From an optimization exercise on the open Yosys and OpenROAD flow, aimed at small area, a short achievable clock period and few clock cycles per item; shortcuts taken in it are not production practice.
Function was checked by simulation only, so behaviour that the tests miss may differ from the original.

JK:
## invsqrt
module invsqrt (clk, rst, start, float_in, float_out, ready);
input wire start;
input wire clk;
input wire rst;
input wire [31:0] float_in;
output wire [31:0] float_out;
output wire ready;
localparam IDLE = 2'd0,
           S1   = 2'd1,
           S2   = 2'd2,
           DONE = 2'd3;
reg  [1:0]   state;
reg  [24:0]  R;       
reg  [1:0]   K;       
reg          wrap1;   
reg          wrap3;   
reg          e_ov;    
wire [31:0] y  = 32'h5f3759df - (float_in >> 1);
wire [7:0]  ye = y[30:23];
wire [7:0]  xe = float_in[30:23];
wire [22:0] xm = float_in[22:0];
wire in_s1 = (state == S1);
wire in_s2 = (state == S2);
wire        Rn  = R[24];
wire [22:0] Rhi = R[23:1];
wire        Rr  = R[0];
function [24:0] sub_1d5;
    input [1:0]  te;
    input [22:0] hi;
    input        r;
    reg   [1:0]  s;
    reg   [25:0] negu, w;
    reg   [3:0]  ds;
    reg   [26:0] m_sub, mo;
    begin
        s = (te == 2'b10) ? 2'd1 : (te == 2'b01) ? 2'd2 : 2'd0;
        negu = (r & (&hi)) ? 26'h3800000 : ({3'b110, ~hi} + {25'd0, ~r});
        ds = (s == 2'd1) ? 4'h6 : (s == 2'd2) ? 4'hC : 4'h3;
        w = {negu[25:22] + ds, negu[21:0]};
  ...
==> module invsqrt, before the edit <==
module invsqrt (clk, rst, start, float_in, float_out, ready);
input wire start;
input wire clk;
input wire rst;
input wire [31:0] float_in;
output wire [31:0] float_out;
output wire ready;
localparam IDLE = 2'd0,
           S1   = 2'd1,
           S2   = 2'd2,
           DONE = 2'd3;
reg  [1:0]   state;
reg  [24:0]  R;       
reg  [1:0]   K;       
reg          wrap1;   
reg          wrap3;   
reg          e_ov;    
wire [31:0] y  = 32'h5f3759df - (float_in >> 1);
wire [7:0]  ye = y[30:23];
wire [7:0]  xe = float_in[30:23];
wire [22:0] xm = float_in[22:0];
wire in_s1 = (state == S1);
wire in_s2 = (state == S2);
wire        Rn  = R[24];
wire [22:0] Rhi = R[23:1];
wire        Rr  = R[0];
function [24:0] sub_1d5;
    input [1:0]  te;
    input [22:0] hi;
    input        r;
    reg   [1:0]  s;
    reg   [25:0] negu, w;
    reg   [3:0]  ds;
    reg   [26:0] m_sub, mo;
    begin
        s = (te == 2'b10) ? 2'd1 : (te == 2'b01) ? 2'd2 : 2'd0;
        negu = (r & (&hi)) ? 26'h3800000 : ({3'b110, ~hi} + {25'd0, ~r});
        ds = (s == 2'd1) ? 4'h6 : (s == 2'd2) ? 4'hC : 4'h3;
        w = {negu[25:22] + ds, negu[21:0]};
        m_sub = (s == 2'd1) ? {w[24:0], 2'b00} : (s == 2'd2) ? {w, 1'b0} : {w[23:0], 3'b000};
        mo = m_sub[26] ? m_sub : (m_sub << 1);
        sub_1d5 = {m_sub[26], mo[25:2]};
    end
endfunction
wire [24:0] sub = sub_1d5(K + {1'b0, Rn & ~wrap1}, Rhi, Rr);
wire [22:0] a3   = sub[23:1];
wire        r3   = sub[0];
wire        ov2  = sub[24];
wire [23:0] opa = in_s1 ? {1'b1, xm} : {1'b1, y[22:0]};
wire [23:0] opb = in_s1 ? {1'b1, Rhi} : in_s2 ? {1'b1, a3} : {1'b1, y[22:0]};
wire        cin = in_s1 ? Rr : in_s2 ? r3 : 1'b0;
wire [47:0] P;
booth_mul mul (.a(opa), .b(opb), .cin(cin), .p(P));
wire        n3  = Rn & ~wrap3;
wire [22:0] m3  = Rhi + {22'd0, Rr};
wire [7:0]  oe  = ye + {7'd0, e_ov} - 8'd1 + {7'd0, n3};
wire error = (float_in == 32'b0) || (float_in[30:23] == 8'hFF) || float_in[31];
assign float_out = error ? 32'h7FFFFFFF : {1'b0, oe, m3};
assign ready = (state == DONE);
always @(posedge clk) begin
    if (rst)
        state <= IDLE;
    else if (start)
        state <= S1;
    else if (in_s1)
        state <= S2;
    else if (in_s2)
        state <= DONE;
end
always @(posedge clk) begin
    if (start || in_s1 || in_s2)
        R <= {P[47], P[47] ? P[46:24] : P[45:23], (P[47] & ~start) ? P[23] : P[22]};
    if (start)
        K <= {ye[0], 1'b0} + xe[1:0] + 2'd1;
    if (in_s1) begin
        K <= K + {1'b0, Rn};
        wrap1 <= Rr & (&Rhi);
    end
    if (in_s2) begin
        e_ov <= ov2;
        wrap3 <= r3 & (&a3);
    end
end
endmodule
Settings: LEC_CHECK=0, ABC_AREA=1, CAP_MARGIN=20, CORE_MARGIN=2, CORE_UTILIZATION=62, SETUP_SLACK_MARGIN=2, SLEW_MARGIN=20, SYNTH_HIERARCHICAL=1, SYNTH_MINIMUM_KEEP_SIZE=0, TNS_END_PERCENT=0; clock period 11.0 ns.
run.sh (not shown) runs the stock make flow with config.mk's settings and CLKGATE_MAP_FILE= SYNTH_SCRIPT=/design/flow/synth_recipe.tcl, a recipe that flattens the netlist after the stock synthesis.
JK did not stop at any stage, and its layout met the timing, DRC and antenna checks.
Testbench counts of JK, summed over its fixed seeds: cycles 12,800, items 3,200.
### JK -> MS
--- a/flow/design.v
+++ b/flow/design.v
@@ -1228,51 +1228,55 @@
 output wire ready;
 localparam IDLE = 2'd0,
            S1   = 2'd1,
            S2   = 2'd2,
            DONE = 2'd3;
 reg  [1:0]   state;
-reg  [24:0]  R;       
+reg  [47:22] R;       
 reg  [1:0]   K;       
 reg          wrap1;   
 reg          wrap3;   
 reg          e_ov;    
 wire [31:0] y  = 32'h5f3759df - (float_in >> 1);
 wire [7:0]  ye = y[30:23];
 wire [7:0]  xe = float_in[30:23];
 wire [22:0] xm = float_in[22:0];
 wire in_s1 = (state == S1);
 wire in_s2 = (state == S2);
-wire        Rn  = R[24];
-wire [22:0] Rhi = R[23:1];
-wire        Rr  = R[0];
+wire        Rn    = R[47];
+wire [22:0] Rhi   = Rn ? R[46:24] : R[45:23];
+wire        Rr    = Rn ? R[23] : R[22];
+wire        Rr_sq = R[22];
 function [24:0] sub_1d5;
     input [1:0]  te;
     input [22:0] hi;
     input        r;
     reg   [1:0]  s;
+    reg          ov;
     reg   [25:0] negu, w;
     reg   [3:0]  ds;
     reg   [26:0] m_sub, mo;
     begin
         s = (te == 2'b10) ? 2'd1 : (te == 2'b01) ? 2'd2 : 2'd0;
         negu = (r & (&hi)) ? 26'h3800000 : ({3'b110, ~hi} + {25'd0, ~r});
         ds = (s == 2'd1) ? 4'h6 : (s == 2'd2) ? 4'hC : 4'h3;
         w = {negu[25:22] + ds, negu[21:0]};
         m_sub = (s == 2'd1) ? {w[24:0], 2'b00} : (s == 2'd2) ? {w, 1'b0} : {w[23:0], 3'b000};
-        mo = m_sub[26] ? m_sub : (m_sub << 1);
-        sub_1d5 = {m_sub[26], mo[25:2]};
+        ov = (s == 2'd0) ? (hi[22] & ((|hi[21:0]) | r) & ~(r & (&hi))) :
+             (s == 2'd1) ? ((~(|hi) & ~r) | (r & (&hi))) : 1'b1;
+        mo = ov ? m_sub : (m_sub << 1);
+        sub_1d5 = {ov, mo[25:2]};
     end
 endfunction
 wire [24:0] sub = sub_1d5(K + {1'b0, Rn & ~wrap1}, Rhi, Rr);
 wire [22:0] a3   = sub[23:1];
 wire        r3   = sub[0];
 wire        ov2  = sub[24];
 wire [23:0] opa = in_s1 ? {1'b1, xm} : {1'b1, y[22:0]};
 wire [23:0] opb = in_s1 ? {1'b1, Rhi} : in_s2 ? {1'b1, a3} : {1'b1, y[22:0]};
-wire        cin = in_s1 ? Rr : in_s2 ? r3 : 1'b0;
+wire        cin = in_s1 ? Rr_sq : in_s2 ? r3 : 1'b0;
 wire [47:0] P;
 booth_mul mul (.a(opa), .b(opb), .cin(cin), .p(P));
 wire        n3  = Rn & ~wrap3;
 wire [22:0] m3  = Rhi + {22'd0, Rr};
 wire [7:0]  oe  = ye + {7'd0, e_ov} - 8'd1 + {7'd0, n3};
 wire error = (float_in == 32'b0) || (float_in[30:23] == 8'hFF) || float_in[31];
@@ -1287,18 +1291,18 @@
         state <= S2;
     else if (in_s2)
         state <= DONE;
 end
 always @(posedge clk) begin
     if (start || in_s1 || in_s2)
-        R <= {P[47], P[47] ? P[46:24] : P[45:23], (P[47] & ~start) ? P[23] : P[22]};
+        R <= P[47:22];
     if (start)
         K <= {ye[0], 1'b0} + xe[1:0] + 2'd1;
     if (in_s1) begin
         K <= K + {1'b0, Rn};
-        wrap1 <= Rr & (&Rhi);
+        wrap1 <= Rr_sq & (&Rhi);
     end
     if (in_s2) begin
         e_ov <= ov2;
         wrap3 <= r3 & (&a3);
     end
 end
--- outcome ---
- Total inserted antenna cells (MS over JK): decrease, 1
- In terms of standard cell core area, JK and MS differ only marginally.
- MS vs. JK: setup slack now larger, wire length now larger.
- Stage delay of the slowest cell on the critical path in MS vs JK: up 0.09 ns
- The number of port buffers was comparable across JK and MS.
- Relative to JK, the synthesized cell count measured on MS has increased slightly.
- Flip-flop and latch area of MS exceeds that of JK by a few percent.
- Taking JK as the reference, in MS buffers inserted during post-CTS setup optimization decreased 60%; sequential share of layout area increased 0.33 points.
Testbench counts of MS, summed over its fixed seeds: cycles 12,800, items 3,200.

==> static timing again, ports no longer ideal <==
Ports are ideal in the flow. The routed layouts listed here were re-timed in OpenROAD.
Step 1 assumes that a clkbuf_16 drives the clock port and a buf_2 every other input.
Step 2 moves the port delays by t, midway between the first and last clock arrival at a register: inputs arrive t later, outputs are due t later. That takes back most of the time a late clock gives input paths.
a / b / c = no drivers / after step 1 / after step 2; a / b = the first two.
run	t, ns	setup WS [ns]	hold slack, ns	clock arrival spread, ns	worst slew at a driven data input, ns
JK	0.330	1.911 / 1.911 / 1.707	0.542 / 0.542 / 0.542	0.009 / 0.009	0.04
MS	0.329	2.106 / 2.115 / 1.791	0.534 / 0.534 / 0.534	0.009 / 0.009	0.06
After both steps every run listed still meets setup and hold. The setup slack of MS, which loses most, moves by +0.009 ns with the drivers and by -0.315 ns with both steps.
